This is an optimization exercise on Yosys and OpenROAD, whose aim is a short achievable clock period and few clock cycles, not a production implementation.
Only simulation tests tie the RTL to the original design; equivalence was not proved.
Power is estimated from default activity; no workload was simulated.

--- flow/run.sh ---
#!/bin/bash
# synth_recipe.tcl (not shown) runs the flow's synth.tcl, then flattens the netlist and writes it again
# the make line also repeats each setting of config.mk as NAME=value (left out here)
make -C /OpenROAD-flow-scripts/flow DESIGN_CONFIG=/design/flow/config.mk WORK_HOME=/design/flow/orfs CLKGATE_MAP_FILE= SYNTH_SCRIPT=/design/flow/synth_recipe.tcl finish
--- flow/config.mk ---
export PLATFORM = sky130hd
export DESIGN_NAME = proj1
export DESIGN_NICKNAME = proj1
export VERILOG_FILES = /design/flow/design.v
export SDC_FILE = /design/flow/constraint.sdc
export NUM_CORES = 4
export LEC_CHECK = 0
export CAP_MARGIN = 20
export CORE_MARGIN = 2
export CORE_UTILIZATION = 40
export SLEW_MARGIN = 20
--- flow/constraint.sdc ---
create_clock -name core_clock -period 7.0 [get_ports {Clk}]
set_input_delay 1.4000 -clock core_clock [delete_from_list [all_inputs] [get_ports {Clk}]]
set_output_delay 1.4000 -clock core_clock [all_outputs]
set_load 0.01 [all_outputs]
--- flow/design.v ---
module alu(input [15:0]A, input [15:0]B, input [1:0]opALU, output reg [15:0]Rout, input Clk, input Rst, input mulStart, output mulDone);
wire [15:0]Rout_temp;
wire Cout, Done;
assign mulDone = Done;
my8bitmultiplier m1(Rout_temp, Done, Cout, A[7:0], B[7:0], mulStart, Clk, Rst, (1'b0));
always@(*)
begin
case(opALU)
	0:begin
	  Rout = A | B;
	  end
	1:begin
	  Rout = A + B;
	  end
	2:begin
	  Rout = Rout_temp;
	  end
	3:begin
	  Rout = ~A;
	  end
	endcase
end
endmodule
module half_adder(A, B, S, C);
    input A;
    input B;
    output S;
    output C;
     xor x1(S,A,B);  
     and a1(C,A,B);  
 endmodule
module full_adder( A, B, Cin, S, Cout);  
    input A;
    input B;
    input Cin;
    output S;
    output Cout;
    wire Sa1, Ca1, Ca2;    
     half_adder a1(.A(A),.B(B),.S(Sa1),.C(Ca1));  
     half_adder a2(.A(Sa1),.B(Cin),.S(S),.C(Ca2));
     or  o1(Cout,Ca1,Ca2);
 endmodule
module my16bitadder(output [15:0] O, output c, input [15:0] A, B, input S);
	wire Cout0in1, Cout1in2, Cout2in3, Cout3in4, Cout4in5, Cout5in6, Cout6in7, Cout7in8,
 	Cout8in9, Cout9in10, Cout10in11, Cout11in12, Cout12in13, Cout13in14, Cout14in15;
	full_adder Add0 ( A[0], B[0], S, O[0], Cout0in1); 
	full_adder Add1 ( A[1], B[1], Cout0in1, O[1], Cout1in2); 
	full_adder Add2 ( A[2], B[2], Cout1in2, O[2], Cout2in3); 
	full_adder Add3 ( A[3], B[3], Cout2in3, O[3], Cout3in4); 
	full_adder Add4 ( A[4], B[4], Cout3in4, O[4], Cout4in5); 
	full_adder Add5 ( A[5], B[5], Cout4in5, O[5], Cout5in6); 
	full_adder Add6 ( A[6], B[6], Cout5in6, O[6], Cout6in7); 
	full_adder Add7 ( A[7], B[7], Cout6in7, O[7], Cout7in8); 
	full_adder Add8 ( A[8], B[8], Cout7in8, O[8], Cout8in9); 
	full_adder Add9 ( A[9], B[9], Cout8in9, O[9], Cout9in10); 
	full_adder Add10 ( A[10], B[10], Cout9in10, O[10], Cout10in11); 
	full_adder Add11 ( A[11], B[11], Cout10in11, O[11], Cout11in12);
	full_adder Add12 ( A[12], B[12], Cout11in12, O[12], Cout12in13); 
	full_adder Add13 ( A[13], B[13], Cout12in13, O[13], Cout13in14); 
	full_adder Add14 ( A[14], B[14], Cout13in14, O[14], Cout14in15);  
	full_adder Add15 ( A[15], B[15], Cout14in15, O[15], c);
endmodule
module my8bitmultiplier(output reg[15:0] O, output reg Done, output Cout, input [7:0] A, B, input Load,Clk,Reset,Cin);
reg[1:0] state;
reg[15:0] A_reg, B_reg, A_temp, O_reg, B_temp;
wire[15:0] O_temp;
my16bitadder dut1(O_temp, Cout, A_temp, B_temp, Cin);
always@(posedge Clk)
begin
if(Reset)
	begin
	state <= 0;
	Done <= 0;
	end
else
case(state)
	0: if(Load)begin
		A_reg <= {8'b0, A};
		B_reg <= {8'b0, B};
		O_reg <= 0;
		state <= 1;
                Done <= 0;
                O <= 0;
		end
	1: begin
		A_temp <= A_reg; 
		B_temp <= O_reg; 
		if(B_reg == 0) begin
			state <= 3;
			Done <= 1;
			O <= O_reg;
			end
		else begin
			B_reg <= B_reg - 1; 
			state <= 2;
			end
		end
	2: begin
		O_reg <= O_temp;
		state <= 1;
		end
	3: begin
		Done <= 0; 
		state <= 0;
		end
endcase
end
endmodule
module registers(Clk, Rst, PC_reg, PC_next, IR_reg, IR_next, ACC_reg, ACC_next, MDR_reg, MDR_next, MAR_reg, MAR_next, Zflag_reg, Zflag_next);
input wire Clk;
input wire Rst;
output reg [7:0]PC_reg;
input wire [7:0]PC_next;
output reg [15:0]IR_reg;
input wire [15:0]IR_next;
output reg [15:0]ACC_reg;
input wire [15:0]ACC_next;
output reg [15:0]MDR_reg;
input wire [15:0]MDR_next;
output reg [7:0]MAR_reg;
input wire [7:0]MAR_next;
output reg Zflag_reg;
input wire Zflag_next;
always @(posedge Clk)
begin
	if(Rst)
		begin
		PC_reg <= 0;
		IR_reg <= 0;
		ACC_reg <= 0;
		MDR_reg <= 0;
		MAR_reg <= 0;
		Zflag_reg <= 0;
		end
	else
		begin
		PC_reg <= PC_next;
		IR_reg <= IR_next;
		ACC_reg <= ACC_next;
		MDR_reg <= MDR_next;
		MAR_reg <= MAR_next;
		Zflag_reg <= Zflag_next;
		end
	end
endmodule
module datapath(Clk, Rst, muxPC, muxMAR, muxACC, loadMAR, loadPC, loadACC, loadMDR, loadIR, opALU, mulStart, Zflag, mulDone, opcode, MemAddr, MemD, MemQ);
input Clk;
input  Rst;
input  muxPC;
input  muxMAR;
input  muxACC;
input  loadMAR;
input  loadPC;
input  loadACC;
input  loadMDR;
input  loadIR;
input [1:0]opALU; 
input mulStart;
output mulDone;
output reg Zflag;
output reg[7:0]opcode;
output reg[7:0]MemAddr;
output reg[15:0]MemD;
input	[15:0]MemQ;
reg  [7:0]PC_next;
reg  [15:0]IR_next;  
reg  [15:0]ACC_next;  
reg  [15:0]MDR_next;  
reg  [7:0]MAR_next;  
reg Zflag_next;
wire  [7:0]PC_reg;
wire  [15:0]IR_reg;  
wire  [15:0]ACC_reg;  
wire  [15:0]MDR_reg;  
wire  [7:0]MAR_reg;  
wire Zflag_reg;
wire  [15:0]ALU_out;  
registers m1(Clk, Rst, PC_reg, PC_next, IR_reg, IR_next, ACC_reg, ACC_next, MDR_reg, MDR_next, MAR_reg, MAR_next, Zflag_reg, Zflag_next);
alu m2(ACC_reg, MDR_reg, opALU, ALU_out, Clk, Rst, mulStart, mulDone);
always @(*)
begin
if(loadPC)
	begin
	PC_next = muxPC ? IR_reg[15:8] : (1 + PC_reg);
	end
else
	begin
	PC_next = PC_reg;
	end
if(loadIR)
	begin
	IR_next = MDR_reg;
	end
else
	begin
	IR_next = IR_reg;
	end
if(loadACC)
	begin
	ACC_next = muxACC ? MDR_reg : ALU_out; 
	end
else
	begin
	ACC_next = ACC_reg;
	end
if(loadMDR)
	begin
	MDR_next = MemQ;
	end
else
	begin
	MDR_next = MDR_reg;
	end
if(loadMAR)
	begin
	MAR_next = muxMAR ? IR_reg[15:8] : PC_reg;
	end
else
	begin
	MAR_next = MAR_reg;
	end
if(ACC_reg == 0)						 
	begin
	Zflag_next = 0;
	end
else
	begin
	Zflag_next = 1;
	end
Zflag = (ACC_reg == 0);
opcode=IR_reg[7:0];
MemAddr = MAR_reg;
MemD = ACC_reg;
end
endmodule
module ctr(Clk, Rst, Zflag, opcode, mulDone, muxPC, muxMAR, muxACC, loadMAR, loadPC, loadACC, loadMDR, loadIR, opALU, MemRW, mulStart);
input Clk;
input Rst;
input Zflag;
input [7:0]opcode;
input mulDone;
output reg muxPC;
output reg muxMAR;
output reg muxACC;
output reg loadMAR;
output reg loadPC;
output reg loadACC;
output reg loadMDR;
output reg loadIR;
output reg [1:0]opALU;
output reg MemRW;
output reg mulStart;
reg [3:0] cur_state;
reg [3:0] next_state;
parameter op_add=8'b001;
parameter op_or= 8'b010;
parameter op_jump=8'b011;
parameter op_jumpz=8'b100;
parameter op_load=8'b101;
parameter op_store=8'b110;
parameter op_mull=8'b1001;
parameter op_neg=8'b1010;
always @(posedge Clk)
begin
	if(Rst)
		begin
		cur_state <= 4'b0000;
		end
	else
		begin
		cur_state <= next_state;
		end
end
always@(*)  
begin
	case(cur_state)
	4'b0000:			 
		next_state = 4'b0001;
	4'b0001:			 
		next_state = 4'b0010;
	4'b0010:			 
		next_state = 4'b0011;
	4'b0011:			 
		begin
		case(opcode)
		op_add:
			next_state = 4'b0100;
		op_or:
			next_state = 4'b0110;
		op_jump:
			next_state = 4'b1111;
		op_jumpz:
			begin
			if(Zflag)
				begin
				next_state = 4'b1111;
				end
			else
				begin
				next_state = 4'b0000;
				end
			end
		op_load:
			next_state = 4'b1100;
		op_store:
			next_state = 4'b1110;
		op_mull:
			next_state = 4'b1000;
		op_neg:
			next_state = 4'b1010;
		default:			 
			next_state = 4'b0000;
		endcase
		end
	4'b0100:			 
		next_state = 4'b0101;
	4'b0101:			 
		next_state = 4'b0000;
	4'b0110:			 
		next_state = 4'b0111;
	4'b0111:			 
		next_state = 4'b0000;
	4'b1000:			 
		next_state = 4'b1001;
	4'b1001:			 
		next_state = mulDone ? 4'b0000 : 4'b1001;
	4'b1010:			 
		next_state = 4'b1011;
	4'b1011:			 
		next_state = 4'b0000;
	4'b1100:			 
		next_state = 4'b1101;
	4'b1101:			 
		next_state = 4'b0000;
	4'b1110:			 
		next_state = 4'b0000;
	4'b1111:			 
		next_state = 4'b0000;
	endcase
end
always@(*)
begin
mulStart = 0;
muxPC = 0; 
muxMAR = 0; 
muxACC = 0; 
loadMAR = 0; 
loadPC = 0; 
loadACC = 0; 
loadMDR = 0; 
loadIR = 0; 
opALU = 0; 
MemRW = 0; 
case(cur_state)
	4'b0000:		 
		begin
		muxPC = 0; 
		muxMAR = 0; 
		muxACC = 0; 
		loadMAR = 1; 
		loadPC = 1; 
		loadACC = 0; 
		loadMDR = 0; 
		loadIR = 0; 
		opALU = 0; 
		MemRW = 0; 
		end
	4'b0001:		 
		begin
		muxPC = 0; 
		muxMAR = 0; 
		muxACC = 0; 
		loadMAR = 0; 
		loadPC = 0; 
		loadACC = 0; 
		loadMDR = 1; 
		loadIR = 0; 
		opALU = 0; 
		MemRW = 0; 
		end
	4'b0010:		 
		begin
		muxPC = 0; 
		muxMAR = 0; 
		muxACC = 0; 
		loadMAR = 0; 
		loadPC = 0; 
		loadACC = 0; 
		loadMDR = 0; 
		loadIR = 1; 
		opALU = 0; 
		MemRW = 0; 
		end
	4'b0011:		 
		begin
		muxPC = 0; 
		muxMAR = 1; 
		muxACC = 0; 
		loadMAR = 1; 
		loadPC = 0; 
		loadACC = 0; 
		loadMDR = 0; 
		loadIR = 0; 
		opALU = 0; 
		MemRW = 0; 
		end
	4'b0100:		 
		begin
		muxPC = 0; 
		muxMAR = 0; 
		muxACC = 0; 
		loadMAR = 0; 
		loadPC = 0; 
		loadACC = 0; 
		loadMDR = 1; 
		loadIR = 0; 
		opALU = 0; 
		MemRW = 0; 
		end
	4'b0101:		 
		begin
		muxPC = 0; 
		muxMAR = 0; 
		muxACC = 0; 
		loadMAR = 0; 
		loadPC = 0; 
		loadACC = 1; 
		loadMDR = 0; 
		loadIR = 0; 
		opALU = 1; 
		MemRW = 0; 
		end
	4'b0110:		 
		begin
		muxPC = 0; 
		muxMAR = 0; 
		muxACC = 0; 
		loadMAR = 0; 
		loadPC = 0; 
		loadACC = 0; 
		loadMDR = 1; 
		loadIR = 0; 
		opALU = 0; 
		MemRW = 0; 
		end
	4'b0111:		 
		begin
		muxPC = 0; 
		muxMAR = 0; 
		muxACC = 0; 
		loadMAR = 0; 
		loadPC = 0; 
		loadACC = 1; 
		loadMDR = 0; 
		loadIR = 0; 
		opALU = 0; 
		MemRW = 0; 
		end
	4'b1000:		 
		begin
		muxPC = 0; 
		muxMAR = 0; 
		muxACC = 0; 
		loadMAR = 0; 
		loadPC = 0; 
		loadACC = 0; 
		loadMDR = 1; 
		loadIR = 0; 
		opALU = 0; 
		MemRW = 0; 
		end
	4'b1001:		 
		begin
		muxPC = 0; 
		muxMAR = 0; 
		muxACC = 0; 
		loadMAR = 0; 
		loadPC = 0; 
		loadACC = mulDone; 
		loadMDR = 0; 
		loadIR = 0; 
		opALU = 2; 
		MemRW = 0; 
		mulStart = 1;
		end
	4'b1010:		 
		begin
		muxPC = 0; 
		muxMAR = 0; 
		muxACC = 0; 
		loadMAR = 0; 
		loadPC = 0; 
		loadACC = 0; 
		loadMDR = 1; 
		loadIR = 0; 
		opALU = 0; 
		MemRW = 0; 
		end
	4'b1011:		 
		begin
		muxPC = 0; 
		muxMAR = 0; 
		muxACC = 0; 
		loadMAR = 0; 
		loadPC = 0; 
		loadACC = 1; 
		loadMDR = 0; 
		loadIR = 0; 
		opALU = 3; 
		MemRW = 0; 
		end
	4'b1100:		 
		begin
		muxPC = 0; 
		muxMAR = 0; 
		muxACC = 0; 
		loadMAR = 0; 
		loadPC = 0; 
		loadACC = 0; 
		loadMDR = 1; 
		loadIR = 0; 
		opALU = 0; 
		MemRW = 0; 
		end
	4'b1101:		 
		begin
		muxPC = 0; 
		muxMAR = 0; 
		muxACC = 1; 
		loadMAR = 0; 
		loadPC = 0; 
		loadACC = 1; 
		loadMDR = 0; 
		loadIR = 0; 
		opALU = 0; 
		MemRW = 0; 
		end
	4'b1110:		 
		begin
		muxPC = 0; 
		muxMAR = 0; 
		muxACC = 0; 
		loadMAR = 0; 
		loadPC = 0; 
		loadACC = 0; 
		loadMDR = 0; 
		loadIR = 0; 
		opALU = 0; 
		MemRW = 1; 
		end
	4'b1111:		 
		begin
		muxPC = 1; 
		muxMAR = 0; 
		muxACC = 0; 
		loadMAR = 0; 
		loadPC = 1; 
		loadACC = 0; 
		loadMDR = 0; 
		loadIR = 0; 
		opALU = 0; 
		MemRW = 0; 
		end
	endcase
end
endmodule
module proj1(Clk, Rst, MemQ_IO, MemRW_IO, MemAddr_IO,  MemD_IO);
input Clk;
input Rst;
input [15:0]MemQ_IO;
output MemRW_IO;
output [7:0]MemAddr_IO;
output [15:0]MemD_IO;
wire [7:0]opcode;
wire [7:0]MemAddr;
wire [15:0]MemD;
wire [15:0]MemQ;
wire Zflag, muxPC, muxMAR, muxACC, loadMAR, loadPC, loadACC, loadMDR, loadIR, MemRW;
wire [1:0]opALU;
wire mulStart, mulDone;
ctr cont1(Clk, Rst, Zflag, opcode, mulDone, muxPC, muxMAR, muxACC, loadMAR, loadPC, loadACC, loadMDR, loadIR, opALU, MemRW, mulStart);
datapath data1(Clk, Rst, muxPC, muxMAR, muxACC, loadMAR, loadPC, loadACC, loadMDR, loadIR, opALU, mulStart, Zflag, mulDone, opcode, MemAddr, MemD, MemQ);
assign MemQ = MemQ_IO;
assign MemAddr_IO = MemAddr;
assign MemD_IO = MemD;
assign MemRW_IO = MemRW;
endmodule
==> flow_summary_export.csv, run 1 <==
group,metric,value,unit
yosys,ys_warn_count,5,
die,die_w,144.9,um
min_path,hold_class,"flop to flop",
sta,setup_viol,0,
die,fp.coreArea,0.01946,sq mm
sta,period_share,0.8199,
route,drc,0,
placed_design,gp_congestion,0.8157,
setup_path,arrival,5930,ps
final_layout,layout-drive-gt1-share,0.06651,
yosys,synth.area.top_cells,"edfxtp_1 (30%), dfxtp_1 (18%), ha_1 (7.1%)",
final_layout,finalNetCount,915,
clocking,clk_path_buf_depth,2,
min_path,whs_path_depth,0,
min_path,whs_endpoint,"data1.m2.m1.A_temp[4]",
clocking,hold_buffers,0,
setup_path,critPathKind,"flop to flop",
clocking,htree_levels,4,
sta,fin_worst_skew,9.849,ps
sta,hold_viol_final,0,
pwr,peakVddDrop,0.1302,mV
clocking,clkSlewWorstSetupHoldPaths,70,ps
final_layout,largest_reg_flops,32,
yosys,synth.top_cells.by_count,"nor2_1 (81), edfxtp_1 (80), nand2_1 (79), a21oi_1 (71), dfxtp_1 (71)",
clocking,clock-sinks,151,
final_layout,synthToLayoutAreaGrowth,16.10,%
yosys,syn_avg_cell_area,9.791,sq um
sta,tightest_slew,1029,ps
route,wl_per_cell,17.04,um
pwr,power_density,235.1,mW/mm^2
yosys,ys_ff_latch,151,
clocking,cts_root_buffer,"clkbuf_16",
setup_path,r2r_setup_slack,1260,ps
final_layout,antenna_cells,0,
job,maxCapViolCount,0,
setup_path,ff2ff_path_depth,17,
grt,gr-total-overflow,0,
yosys,yosysSeqAreaShare,0.4816,
route,drt-vias-per-instance,5.421,
clocking,cts-resized-gates,0,
clocking,numCtsBuffers,17,
clocking,clock_latency,430,ps
sta,period_minus_slack,5740,ps
pwr,power,2167,uW
setup_path,cp-end-kind,"flop",
sta,tns,0,ps
placed_design,dpl_cell_area,0.008627,sq mm
yosys,synthesis.area,0.007940,sq mm
yosys,yosys.area.top_type,"edfxtp_1",
placed_design,hpwl,13.12,mm
yosys,synth_cell_types,64,
placed_design,port_buffers,42,
pwr,leakage,0.003397,uW
yosys,async_flop_share,0,
setup_path,crit_fanout,1,
grt,grt_pass1_wl,30.62,mm
yosys,synth_top_area_share,0.3026,
die,chipHeight,144.9,um
final_layout,utilization,0.4737,
grt,grt_max_degree,69,
route,drt_wl_total,19.12,mm
sta,slew_viol_final,0,
yosys,synth_nets,882,
yosys,ys.flop_type,"edfxtp_1",
grt,antenna_found_initial,0,
setup_path,cp.required,7190,ps
clocking,postCtsSetupBuffers,0,
sta,timing.slew.headroom,0.3143,
final_layout,final_area,0.009219,sq mm
yosys,syn_inst,811,
sta,holdWs,420.1,ps
setup_path,startpoint_type,"flop",
route,drt-pass1-iter-count,5,
setup_path,r2r_start,"data1.m2.m1.B_temp[0]",
min_path,hold_path.startpoint,"data1.m2.m1.A_reg[4]",
setup_path,r2r_end,"data1.m2.m1.O_reg[15]",
clocking,cts_tree,"done",
outcome,status,"complete, no violations",
route,ant_nets,0,
sta,fmax,174.2,MHz
yosys,synth_most_common_cell,"nor2_1",
die,core.rowCount,51,
die,io_pins,43,
sta,rsz0062_at_grt,"false",
route,vias,6082,
die,dieArea,0.02099,sq mm
grt,grt_pass1_vias,5629,
grt,grt_usage,0.1907,
route,drt_iter0_markers,422,
die,initial_utilization,0.4080,
yosys,synth_edf_count,80,
==> cell usage in the layout (no fill, tap or decap), types with 9 or more instances in the layout <==
cell and instances:
buf_4 12, xnor2_1 11, a21oi_1 71, nand3_1 11, nor3_1 9, a21o_1 9, and2_1 40, o21ai_0 31
and3_1 10, clkbuf_16 17, a211oi_1 11, nor2_1 81, a221oi_1 9, xor2_1 9, clkdlybuf4s50_1 41, o22ai_1 10
dfxtp_1 71, nand2_1 79, mux2i_1 21, nor4_1 9, inv_1 43, ha_1 45, edfxtp_1 80
==> worst max-delay path, stage by stage, from the launching register on <==
cell	delay [ps]
edfxtp_1	370
ha_1	230
fa_1	460
fa_1	470
fa_1	460
fa_1	460
fa_1	460
fa_1	460
fa_1	430
ha_1	210
ha_1	200
ha_1	200
ha_1	200
ha_1	200
ha_1	190
ha_1	200
xor2_1	160
and2_1	160
==> area by class of cell <==
class	count	area [sq um]
Fill cell	1850	10240
Clock buffer	18	439.2
Multi-Input combinational cell	577	3805
Clock inverter	14	152.6
Inverter	43	161.4
Tap cell	265	331.6
Sequential cell	151	3824
Timing Repair Buffer	54	505.5
==> how the worst max path moves through the flow <==
stage | from | end | cells after the start
after floorplan | data1.m2.m1.B_temp[0] | data1.m2.m1.O_reg[15] | 17
after global placement | data1.m2.m1.B_temp[0] | data1.m2.m1.O_reg[15] | 17
after detailed placement | data1.m2.m1.B_temp[0] | data1.m2.m1.O_reg[15] | 17
after CTS | data1.m2.m1.B_temp[0] | data1.m2.m1.O_reg[15] | 17
after global routing | data1.m2.m1.B_temp[0] | data1.m2.m1.O_reg[15] | 17
final | data1.m2.m1.B_temp[0] | data1.m2.m1.O_reg[15] | 17
==> stage by stage <==
stage / worst slack (ps) / instances
2_1_floorplan: 1427 / 811
3_3_place_gp: 1255 / 1090
3_5_place_dp: 1186 / 1090
4_1_cts: 1211 / 1122
5_1_grt: 993.2 / 1122
6_report: 1260 / 1122
==> layer usage <==
metal  vias up  wire length [um]  track usage
met1      2928              9348       0.2755
li1       2994                 -            -
met2       144              8673       0.2915
met5         -                 0            0
met4         0               226      0.04752
met3        16               867      0.04113
==> power breakdown <==
part | switching (uW) | internal (uW) | total [uW] | leakage, uW
clock network | 400 | 515 | 915 | 0.000290
registers | 37.1 | 991 | 1030 | 0.00131
logic | 132 | 92.5 | 224 | 0.00180
==> kinds of logic after synthesis <==
logic type	count (synthesis)	synth area share
compound gates	203	0.1647
xor+xnor	20	0.02206
fa+ha+maj	53	0.09108
buf+inv	83	0.04034
flops	151	0.4816
mux	22	0.02789
simple gates	279	0.1724
Testbench counts, summed over its fixed seeds: cycles 101,271.
==> inputs of run 2 (changes only) <==
==> flow/design.v (replaced) <==
module proj1(Clk, Rst, MemQ_IO, MemRW_IO, MemAddr_IO, MemD_IO);
input Clk;
input Rst;
input [15:0] MemQ_IO;
output MemRW_IO;
output [7:0] MemAddr_IO;
output [15:0] MemD_IO;
reg [7:0]  pc;         
reg [7:0]  addr;       
reg        we;         
reg        opc;        
reg [15:0] acc;
reg [15:0] mdr;        
reg m_add, m_or, m_ld, m_mul;
reg x_add, x_or, x_ld, x_mul, x_neg;
reg [191:0] mt;       
assign MemAddr_IO = addr;
assign MemRW_IO = we;
assign MemD_IO = acc;
wire [11:0] t_lo = mt[12*mdr[3:0] +: 12];
wire [11:0] t_hi = mt[12*mdr[7:4] +: 12];
wire [15:0] prod = {t_lo[11:4] + t_hi, t_lo[3:0]};
wire [15:0] sum = acc + mdr;
wire idle = ~(x_add | x_or | x_ld | x_mul | x_neg);
wire [15:0] acc_nx = ({16{x_add}} & sum) | ({16{x_or}} & (acc | mdr)) | ({16{x_ld}} & mdr) |
                     ({16{x_mul}} & prod) | ({16{x_neg}} & ~acc) | ({16{idle}} & acc);
wire [15:0] cz = {acc[14:0] | mdr[14:0], 1'b0};
wire add_z = ((acc ^ mdr) == cz);
wire z = (idle & (acc == 16'd0)) | (x_neg & (acc == 16'hFFFF)) | (x_ld & (mdr == 16'd0)) |
         (x_or & ((acc | mdr) == 16'd0)) | (x_mul & ((acc[7:0] == 8'd0) | (mdr[7:0] == 8'd0))) |
         (x_add & add_z);
wire [7:0] op = MemQ_IO[7:0];
wire [7:0] a  = MemQ_IO[15:8];
wire hi0    = (op[7:4] == 4'd0);
wire d_add  = hi0 & (op[3:0] == 4'd1);
wire d_or   = hi0 & (op[3:0] == 4'd2);
wire d_jmp  = hi0 & (op[3:0] == 4'd3);
wire d_jz   = hi0 & (op[3:0] == 4'd4);
wire d_ld   = hi0 & (op[3:0] == 4'd5);
wire d_st   = hi0 & (op[3:0] == 4'd6);
wire d_mul  = hi0 & (op[3:0] == 4'd9);
wire d_neg  = hi0 & (op[3:0] == 4'd10);
wire d_mem  = d_add | d_or | d_ld | d_mul;
wire take   = d_jmp | (d_jz & z);
wire [7:0] pc1 = pc + 8'd1;
wire fetch  = ~opc & ~we;
integer j;
always @(posedge Clk) begin
	mdr <= MemQ_IO;
	for (j = 0; j < 16; j = j + 1)
		mt[12*j +: 12] <= acc[7:0] * j;
	m_add <= d_add;
	m_or  <= d_or;
	m_ld  <= d_ld;
	m_mul <= d_mul;
	if (Rst) begin
		pc <= 8'd0;
		addr <= 8'd0;
		we <= 1'b0;
		opc <= 1'b0;
		acc <= 16'd0;
		{x_add, x_or, x_ld, x_mul, x_neg} <= 5'd0;
	end else begin
		acc <= acc_nx;
		if (fetch) begin
			pc <= take ? a : pc1;
			addr <= (d_mem | d_st | take) ? a : pc1;
			opc <= d_mem;
			we <= d_st;
			{x_add, x_or, x_ld, x_mul, x_neg} <= {4'd0, d_neg};
		end else begin
			addr <= pc;
			opc <= 1'b0;
			we <= 1'b0;
			{x_add, x_or, x_ld, x_mul, x_neg} <= opc ? {m_add, m_or, m_ld, m_mul, 1'b0} : 5'd0;
		end
	end
end
endmodule
--- a/flow/config.mk
+++ b/flow/config.mk
@@ -5,7 +5,10 @@
 export SDC_FILE = /design/flow/constraint.sdc
 export NUM_CORES = 4
 export LEC_CHECK = 0
+export ABC_CLOCK_PERIOD_IN_PS = 2000
 export CAP_MARGIN = 20
 export CORE_MARGIN = 2
 export CORE_UTILIZATION = 40
+export SETUP_SLACK_MARGIN = 5
 export SLEW_MARGIN = 20
+export TNS_END_PERCENT = 100
==> run 2 against run 1 <==
Net effect: fmax is 65% higher; via count rose by 59%; clock power is 0.5% higher; largest cell class is now multi-input combinational cells; highest routed layer unchanged.
==> flow_summary_export.csv, run 2 <==
group,metric,value,unit
yosys,muxShareOfSynthArea,0.1553,
pwr,internal_power,1382,uW
yosys,synth_edf_count,0,
grt,gr-total-overflow,0,
final_layout,final_cell_mix,"buf_4 (116), dfxtp_1 (104), ha_1 (72)",
final_layout,largest_reg_flops,71,
sta,rsz0062_at_grt,"true",
clocking,hold_buffers,0,
pwr,pwr-share-comb,0.110,
yosys,yosys.area.top_type,"dfxtp_1",
outcome,status,"complete, no violations",
pwr,p_seq_frac,0.403,
yosys,synth_top_family_by_area,"adder cells",
yosys,synth_xor_area_frac,0.06463,
placed_design,hpwl,22.67,mm
pwr,leakage,0.006412,uW
yosys,synth.top_cells.by_count,"dfxtp_1 (130), ha_1 (113), inv_1 (81), nand2_1 (75), a21oi_1 (61)",
min_path,hold_class,"flop to flop",
route,drt_wl_total,37.39,mm
yosys,synth_nets,1237,
sta,setup_viol,0,
route,ant_nets,0,
clocking,clock-sinks,130,
setup_path,cp-end-kind,"flop",
pwr,power_density,126.5,mW/mm^2
setup_path,critPathKind,"flop to flop",
setup_path,cp_common_cell,"mux4_2",
setup_path,cp_slowest_cell,"mux4_2",
yosys,synthSimpleGateAreaFrac,0.1218,
route,wl_per_cell,23.05,um
setup_path,ff2ff_path_depth,12,
clocking,htree_levels,4,
yosys,synthesis.area,0.01057,sq mm
pwr,p_sw,508.2,uW
die,core.rowCount,59,
min_path,whs_path_depth,1,
yosys,synth_top_area_share,0.2462,
yosys,ys_warn_count,1,
die,dieArea,0.02774,sq mm
final_layout,final_area,0.01494,sq mm
route,top_layer,"met4",
pwr,power.share.clock,0.487,
clocking,cts_root_buffer,"clkbuf_16",
die,io_pins,43,
die,fp.coreArea,0.02598,sq mm
setup_path,crit_fanout,6,
job,maxCapViolCount,0,
sta,hold_viol_final,0,
yosys,synth_most_common_cell,"dfxtp_1",
sta,fin_worst_skew,9.705,ps
yosys,synth.area.top_cells,"dfxtp_1 (25%), ha_1 (13%), mux4_2 (13%)",
pwr,peakVddDrop,0.1579,mV
die,die_w,166.6,um
setup_path,cp.required,7320,ps
route,drc,0,
grt,grt_max_degree,22,
sta,fmax,286.8,MHz
route,drt-vias-per-instance,5.951,
setup_path,cp.depth,12,
route,wl_met3,2.630,mm
sta,slew_viol_final,0,
pwr,switching_share,0.2689,
grt,grt_pass1_wl,56.09,mm
yosys,synthAdderAreaFrac,0.2019,
setup_path,cp_top_family,"multiplexers",
clocking,clock_latency,440,ps
sta,tightest_slew,914.8,ps
route,drt-pass1-iter-count,5,
route,vias,9653,
yosys,async_flop_share,0,
route,drt_iter0_markers,865,
clocking,numCtsBuffers,17,
clocking,cts_tree,"done",
final_layout,layout-drive-gt1-share,0.4297,
grt,grt_pass1_vias,9788,
sta,tns,0,ps
clocking,clk_path_buf_depth,2,
placed_design,dpl_cell_area,0.01160,sq mm
final_layout,top_register,"mt",
yosys,synth_cell_types,81,
yosys,ys_ff_latch,130,
setup_path,crit_chain,"buf_12 -> buf_4 -> mux4_2 -> mux4_2 -> ha_4 -> nor2b_4 -> o31a_1 -> o21ai_2 -> a21oi_2 -> xnor2_1 -> and2_1 -> o41a_1",
setup_path,critPathBufInv,2,
final_layout,reg_top3,"mt (71), acc (16), mdr (16)",
sta,period_minus_slack,3486,ps
die,chipHeight,166.6,um
final_layout,synthToLayoutAreaGrowth,41.38,%
clocking,clkSlewWorstSetupHoldPaths,70,ps
yosys,syn_inst,1070,
setup_path,arrival,3810,ps
route,wl_met2,18.20,mm
die,initial_utilization,0.4068,
placed_design,port_buffers,42,
setup_path,startpoint_type,"flop",
sta,timing.slew.headroom,0.3893,
sta,period_share,0.4981,
grt,grt_usage,0.2611,
final_layout,layout_commonest_cell,"buf_4",
yosys,yosysSeqAreaShare,0.2462,
yosys,synth-compound-area-share,0.1546,
placed_design,gp_congestion,0.8817,
final_layout,antenna_cells,0,
yosys,ys.flop_type,"dfxtp_1",
route,met1_length,15.11,mm
yosys,syn_avg_cell_area,9.879,sq um
grt,antenna_found_initial,0,
final_layout,finalNetCount,1441,
setup_path,max_stage_delay,520,ps
## run 2: cell count changes in the layout (fill, tap and decap cells not counted), moves of 34 or more
cell	delta
buf_6	+68
buf_4	+104
ha_4	+39
edfxtp_1	-80
a21oi_1	-34
nor2_1	-35
mux4_2	+59
## run 2: final timing paths
check | startpoint | endpoint | slack (ps)
hold reg to reg | m_mul | x_mul | 450
setup reg to reg | mdr[0] | acc[12] | 3510
setup / recovery | mdr[0] | acc[12] | 3510
hold / removal | m_mul | x_mul | 450
## run 2: layout make-up
cell class,instances,area [sq um]
clock buffer,18,439.2
inverter,83,365.4
fill,2150,11040
sequential,130,2685
multi-input combinational,816,8632
clock inverter,14,153.9
timing repair buffer,226,2250
tap,335,419.2
## run 2: stage by stage
stage	power, uW	std cells	hold WS (ps)	setup slack [ps]	util
after floorplan	889.5	1070	405.7	3566	-
after global placement	930.3	1410	411.6	3105	0.4464
after detailed placement	931.1	1410	419.5	3065	0.4464
after CTS	1880	1586	433.4	3589	0.5482
after global routing	1939	1622	461.0	3413	0.5751
final	1890	1622	449.2	3514	0.5751
## run 2: cell families after synthesis
group / Yosys count
muxes: 89
adders and majority gates: 149
DFF: 130
and+or+nand+nor: 257
buffers and inverters: 126
xor gates and xnor gates: 78
AOI/OAI and AO/OA: 241
## run 2: power by group through the flow
| stage | clock (uW) | sequential, uW | combinational [uW] |
|---|---|---|---|
| global placement | 0 | 781 | 150 |
| floorplan | 0 | 773 | 116 |
| global route | 957 | 762 | 220 |
| CTS | 925 | 762 | 194 |
| detailed placement | 0 | 781 | 150 |
| finish | 920 | 762 | 209 |
## run 2: timing repair
item                                    in CTS  in global routing
cloned                                       8                  0
endpoints found under the setup margin     109                113
pin swaps                                   99                 69
buffers inserted                           136                 36
resized for setup                          311                100
## run 2: worst reg2reg max path: cells and delay by family, from the launching register on
family / cells / cell delay [ps]
compound gates: 4 / 1000
xor+xnor: 1 / 140
fa+ha+maj: 1 / 270
buf+inv: 2 / 260
flops: 1 / 390
mux: 2 / 1020
simple gates: 2 / 300
## run 2: layer usage
layer	vias to the layer above	GRT usage
met4	0	0.1049
met3	99	0.04943
met2	444	0.4364
met5	-	0
li1	4318	-
met1	4792	0.3335
Testbench counts of run 2, summed over its fixed seeds: cycles 14,256.
==> inputs of run 3 (changes only) <==
==> flow/config.mk (replaced) <==
export PLATFORM = sky130hd
export DESIGN_NAME = proj1
export DESIGN_NICKNAME = proj1
export VERILOG_FILES = /design/flow/design.v
export SDC_FILE = /design/flow/constraint.sdc
export NUM_CORES = 4
export LEC_CHECK = 0
export ABC_CLOCK_PERIOD_IN_PS = 2500
export CAP_MARGIN = 20
export CORE_MARGIN = 2
export CORE_UTILIZATION = 40
export SETUP_SLACK_MARGIN = 4.5
export SLEW_MARGIN = 20
export TNS_END_PERCENT = 100
==> run 3 against run 2 <==
Net effect: synthesized cell count stayed put; total power is 3.0% lower; clock-buffer cell count stayed put; worst hold slack worse by 3.0 ps; sequential share of layout area is 0.95 points higher; register-to-register slack better by 70 ps; largest power group unchanged; first-iteration DRC count is 5.4% lower; cell count is 3.0% lower; area after synthesis stayed put.
==> flow_summary_export.csv, run 3 <==
group,metric,value,unit
setup_path,cp_slowest_cell,"mux4_2",
clocking,clk_path_buf_depth,2,
final_layout,final_cell_mix,"dfxtp_1 (107), buf_4 (91), ha_1 (80)",
final_layout,largest_reg_flops,71,
setup_path,r2r_start,"mdr[0]",
yosys,async_flop_share,0,
yosys,yosysSeqAreaShare,0.2462,
grt,grt_pass1_vias,9400,
yosys,synth.area.top_cells,"dfxtp_1 (25%), ha_1 (13%), mux4_2 (13%)",
final_layout,antenna_cells,0,
die,io_pins,43,
job,maxCapViolCount,0,
clocking,cts_tree,"done",
min_path,hold_path.startpoint,"m_ld",
setup_path,startpoint_type,"flop",
yosys,synth_nets,1237,
grt,grt_max_degree,29,
setup_path,cp_common_cell,"mux4_2",
yosys,synth_top_area_share,0.2462,
die,chipHeight,166.6,um
final_layout,top_register,"mt",
final_layout,layout_commonest_cell,"dfxtp_1",
yosys,ys.flop_type,"dfxtp_1",
placed_design,hpwl,22.24,mm
clocking,clock-sinks,130,
placed_design,dpl_cell_area,0.01149,sq mm
yosys,ys_ff_latch,130,
grt,gr-total-overflow,0,
yosys,ys_warn_count,1,
yosys,yosys.area.top_type,"dfxtp_1",
clocking,clock_latency,430,ps
yosys,syn_avg_cell_area,9.879,sq um
yosys,synth_cell_types,81,
route,drt_iter0_markers,818,
sta,tns,0,ps
setup_path,critPathBufInv,2,
die,die_w,166.6,um
min_path,hold_class,"flop to flop",
route,wl_per_cell,22.30,um
sta,tightest_slew,908.9,ps
sta,slew_viol_final,0,
setup_path,crit_chain,"buf_12 -> mux4_2 -> mux4_2 -> ha_4 -> inv_2 -> fa_2 -> nor2b_2 -> o31a_1 -> o21a_1 -> or3_1 -> a31oi_1 -> o22ai_1 -> a41o_1",
setup_path,cp_top_family,"multiplexers",
grt,grt_usage,0.2515,
clocking,clkSlewWorstSetupHoldPaths,60,ps
placed_design,gp_congestion,0.8860,
grt,grt_pass1_wl,54.07,mm
final_layout,finalNetCount,1393,
clocking,numCtsBuffers,17,
route,drc,0,
setup_path,max_stage_delay,510,ps
yosys,synth_edf_count,0,
sta,period_share,0.4880,
final_layout,final_area,0.01415,sq mm
die,fp.coreArea,0.02598,sq mm
grt,antenna_found_initial,0,
route,drt-pass1-iter-count,5,
placed_design,port_buffers,42,
clocking,htree_levels,4,
die,core.rowCount,59,
pwr,power_density,129.6,mW/mm^2
sta,layout_setup_ws,3584,ps
sta,period_minus_slack,3416,ps
route,vias,9199,
placed_design,dp_slack,3002,ps
outcome,status,"complete, no violations",
setup_path,arrival,3740,ps
yosys,synth_most_common_cell,"dfxtp_1",
final_layout,utilization,0.5445,
final_layout,reg_top3,"mt (71), acc (16), mdr (16)",
final_layout,layout-drive-gt1-share,0.3522,
setup_path,critPathKind,"flop to flop",
setup_path,cp.required,7320,ps
yosys,synthesis.area,0.01057,sq mm
sta,fmax,292.8,MHz
clocking,cts_root_buffer,"clkbuf_16",
die,initial_utilization,0.4068,
yosys,syn_inst,1070,
setup_path,cp-startpoint,"mdr[0]",
yosys,synth.top_cells.by_count,"dfxtp_1 (130), ha_1 (113), inv_1 (81), nand2_1 (75), a21oi_1 (61)",
setup_path,cp-end-kind,"flop",
pwr,peakVddDrop,0.1572,mV
setup_path,crit_fanout,7,
final_layout,synthToLayoutAreaGrowth,33.85,%
route,ant_nets,0,
route,drt-vias-per-instance,5.848,
sta,hold_viol_final,0,
sta,timing.slew.headroom,0.3932,
sta,rsz0062_at_grt,"true",
sta,setup_viol,0,
sta,fin_worst_skew,10.18,ps
pwr,leakage,0.006129,uW
die,dieArea,0.02774,sq mm
route,drt_wl_total,35.08,mm
-- run 3: report_power, final --
part           switching [uW]  internal [uW]  leakage [uW]
combinational             100           90.4       0.00478
sequential               16.8            746       0.00107
clock                     359            521      0.000276
total                     476           1360       0.00613
-- run 3: metrics by stage --
stage	instances	hold WS (ps)	total power, uW
global route	1573	467.4	1894
CTS	1544	456.3	1826
detailed placement	1413	436.6	930.4
finish	1573	446.2	1833
global placement	1413	430.8	929.9
floorplan	1070	405.7	889.0
-- run 3: cell type report --
class	count	area, sq um
Inverter	83	360.3
Timing Repair Buffer	179	1818
Multi-Input combinational cell	815	8309
Fill cell	2255	11840
Clock buffer	18	429.2
Clock inverter	13	136.4
Sequential cell	130	2676
Tap cell	335	419.2
-- run 3: repair_timing --
item / in CTS / in global routing
cloned: 5 / 3
buffers inserted: 95 / 26
pin swaps: 77 / 80
hold buffers: 0 / 0
gates resized for setup: 185 / 110
hold endpoints to repair: 0 / 0
setup endpoints to repair: 78 / 69
-- run 3: kinds of logic after synthesis --
logic type,synth area share
simple gates,0.1218
compound gates,0.1546
fa+ha+maj,0.2019
flops,0.2462
buf+inv,0.05551
mux,0.1553
xor+xnor,0.06463
-- run 3: final timing paths --
path / depth (start not counted) / endpoint / slack (ps)
max reg2reg: 13 / acc[10] / 3580
max: 13 / acc[10] / 3580
min reg2reg: 1 / x_ld / 450
min: 1 / x_ld / 450
-- run 3: metal layers --
layer / up-vias / part of all wire / track usage
met2: 359 / 0.47 / 0.4062
met1: 4530 / 0.42 / 0.3296
li1: 4226 / - / -
met5: - / 0 / 0
met4: 0 / 0.034 / 0.09483
met3: 84 / 0.075 / 0.05703
==> inputs of run 4 (changes only) <==
==> flow/config.mk (replaced) <==
export PLATFORM = sky130hd
export DESIGN_NAME = proj1
export DESIGN_NICKNAME = proj1
export VERILOG_FILES = /design/flow/design.v
export SDC_FILE = /design/flow/constraint.sdc
export NUM_CORES = 4
export LEC_CHECK = 0
export CAP_MARGIN = 20
export CORE_MARGIN = 2
export CORE_UTILIZATION = 40
export SLEW_MARGIN = 20
==> run 4 against run 3 <==
Net effect: synthesized cell count unchanged; sequential power up 0.7%; total power up 3.4%; clock skew about the same; highest routed layer unchanged; core utilization down 8.7 points; die area unchanged; sequential share of layout area up 3.0 points; fmax down 20%.
==> flow_summary_export.csv, run 4 <==
group,metric,value,unit
final_layout,layout-drive-gt1-share,0.1219,
setup_path,cp-startpoint,"mdr[1]",
die,chipHeight,166.6,um
die,core.rowCount,59,
yosys,yosys.area.top_type,"dfxtp_1",
sta,period_share,0.6068,
grt,gr-total-overflow,0,
final_layout,antenna_cells,0,
sta,fin_worst_skew,9.897,ps
sta,timing.slew.headroom,0.3169,
yosys,synth_xor_area_frac,0.06463,
sta,hold_viol_final,0,
min_path,hold_path.startpoint,"m_add",
yosys,async_flop_share,0,
pwr,power,1895,uW
clocking,clkSlewWorstSetupHoldPaths,60,ps
sta,tightest_slew,1021,ps
grt,grt_pass1_vias,8352,
final_layout,final_cell_mix,"dfxtp_1 (127), ha_1 (113), inv_1 (81)",
final_layout,layout_commonest_cell,"dfxtp_1",
die,initial_utilization,0.4068,
yosys,synthesis.area,0.01057,sq mm
setup_path,cp_slowest_cell,"nor2_1",
setup_path,arrival,4560,ps
setup_path,crit_fanout,42,
pwr,leakage,0.005219,uW
yosys,syn_avg_cell_area,9.879,sq um
setup_path,cp.required,7310,ps
yosys,synth_top_area_share,0.2462,
yosys,synth_top_family_by_area,"adder cells",
yosys,synth-compound-area-share,0.1546,
yosys,synth.top_cells.by_count,"dfxtp_1 (130), ha_1 (113), inv_1 (81), nand2_1 (75), a21oi_1 (61)",
pwr,power_density,159.4,mW/mm^2
sta,slew_viol_final,0,
grt,grt_usage,0.2146,
route,ant_nets,0,
clocking,cts-resized-gates,0,
die,fp.coreArea,0.02598,sq mm
sta,period_minus_slack,4248,ps
clocking,cts_tree,"done",
final_layout,largest_reg_flops,71,
yosys,synthAdderAreaFrac,0.2019,
pwr,peakVddDrop,0.1415,mV
sta,tns,0,ps
clocking,hold_buffers,0,
sta,rsz0062_at_grt,"false",
clocking,htree_levels,4,
sta,holdWs,438.1,ps
grt,grt_max_degree,43,
route,vias,8416,
yosys,synth_cell_types,81,
yosys,muxShareOfSynthArea,0.1553,
clocking,cts_root_buffer,"clkbuf_16",
final_layout,top_register,"mt",
yosys,synthSimpleGateAreaFrac,0.1218,
clocking,postCtsSetupBuffers,0,
yosys,synth_edf_count,0,
final_layout,finalNetCount,1270,
yosys,syn_inst,1070,
clocking,numCtsBuffers,17,
die,dieArea,0.02774,sq mm
route,drt-pass1-iter-count,5,
sta,setup_viol,0,
route,wl_per_cell,20.31,um
final_layout,synthToLayoutAreaGrowth,12.48,%
clocking,clock_latency,430,ps
setup_path,max_stage_delay,510,ps
job,maxCapViolCount,0,
min_path,hold_class,"flop to flop",
die,die_w,166.6,um
outcome,status,"complete, no violations",
setup_path,startpoint_type,"flop",
sta,fmax,235.4,MHz
yosys,ys_warn_count,1,
setup_path,r2r_start,"mdr[1]",
grt,grt_pass1_wl,46.82,mm
route,drt-vias-per-instance,5.800,
yosys,synth_nets,1237,
yosys,synth.area.top_cells,"dfxtp_1 (25%), ha_1 (13%), mux4_2 (13%)",
setup_path,cp-end-kind,"flop",
setup_path,cp_top_family,"compound AO/OA/AOI/OAI gates",
clocking,clock-sinks,130,
route,drc,0,
die,io_pins,43,
final_layout,reg_top3,"mt (71), acc (16), mdr (16)",
placed_design,hpwl,22.21,mm
yosys,ys_ff_latch,130,
placed_design,port_buffers,42,
setup_path,critPathKind,"flop to flop",
final_layout,n_fill_cell,2483,
setup_path,critPathBufInv,3,
yosys,ys.flop_type,"dfxtp_1",
placed_design,gp_congestion,0.8554,
setup_path,crit_chain,"buf_4 -> inv_1 -> nor2_1 -> nand2_1 -> o21ai_0 -> mux4_2 -> ha_1 -> inv_1 -> fa_1 -> nor2b_1 -> o31a_1 -> o21ai_0 -> a2111oi_2 -> xnor2_1 -> nor2_1 -> o41a_1",
route,drt_wl_total,29.48,mm
yosys,yosysSeqAreaShare,0.2462,
route,drt_iter0_markers,679,
clocking,clk_path_buf_depth,2,
grt,antenna_found_initial,0,
yosys,synth_most_common_cell,"dfxtp_1",
## run 4: where the power goes
part / internal [uW] / total, uW / switching [uW]
Sequential: 751 / 767 / 16.4
Combinational: 64.6 / 147 / 82.6
Clock: 611 / 981 / 370
Total: 1430 / 1900 / 469
## run 4: kinds of logic after synthesis
group	after synthesis
multiplexers	89
flip-flops	130
AND/OR/NAND/NOR	257
AO/OA/AOI/OAI	241
XOR/XNOR	78
adder cells (fa/ha/maj)	149
buffers and inverters	126
## run 4: path summary, 6_finish.rpt
check	endpoint	slack, ps	cells past startpoint
worst max-delay path	acc[14]	2750	16
worst min-delay path	x_add	440	1
worst max register to register	acc[14]	2750	16
worst min register to register	x_add	440	1
## run 4: stage by stage
| stage | utilization | area (sq um) | setup slack (ps) | instances |
|---|---|---|---|---|
| floorplan | - | 10570 | 3209 | 1070 |
| global placement | 0.4330 | 11250 | 2966 | 1419 |
| detailed placement | 0.4330 | 11250 | 2812 | 1419 |
| CTS | 0.4575 | 11890 | 2794 | 1451 |
| global route | 0.4575 | 11890 | 2413 | 1451 |
| finish | 0.4575 | 11890 | 2752 | 1451 |
## run 4: final cells by class
| type | instances | area (sq um) | share of cell area |
|---|---|---|---|
| Clock buffer | 18 | 439.2 | 0.03694 |
| Clock inverter | 14 | 198.9 | 0.01673 |
| Inverter | 83 | 311.5 | 0.02621 |
| Multi-Input combinational cell | 814 | 7381 | 0.6208 |
| Sequential cell | 130 | 2606 | 0.2192 |
| Tap cell | 335 | 419.2 | 0.03526 |
| Timing Repair Buffer | 57 | 533.0 | 0.04483 |
## run 4: layer usage
metal	GRT usage	wire, um
met1	0.2864	13150
met2	0.3550	13970
met3	0.03874	1654
met4	0.06672	700
met5	0	0

## afterwards: timing with drivers on the ports
In the flow no input, the clock included, has a driving cell. The finished layouts below were timed again as built, in two steps.
Step 1, drivers: a clkbuf_16 drives Clk and a buf_2 each remaining input, both assumed.
Step 2 also shifts input and output timing later by t, the mid clock arrival at the registers, as if the neighbouring blocks saw the same clock.
Three values: ideal ports, drivers, drivers and shift; two values: the first two.
run | shift t [ns] | slack for setup (ns) | slew at the worst register clock pin (ns)
run 1 | 0.469 | 1.260 / 1.260 / 1.260 | 0.07 / 0.07
run 2 | 0.482 | 3.514 / 3.514 / 3.514 | 0.07 / 0.07
run 3 | 0.476 | 3.584 / 3.584 / 3.584 | 0.07 / 0.07
run 4 | 0.475 | 2.752 / 2.752 / 2.752 | 0.07 / 0.07
After both steps setup and hold are still met in every run listed.
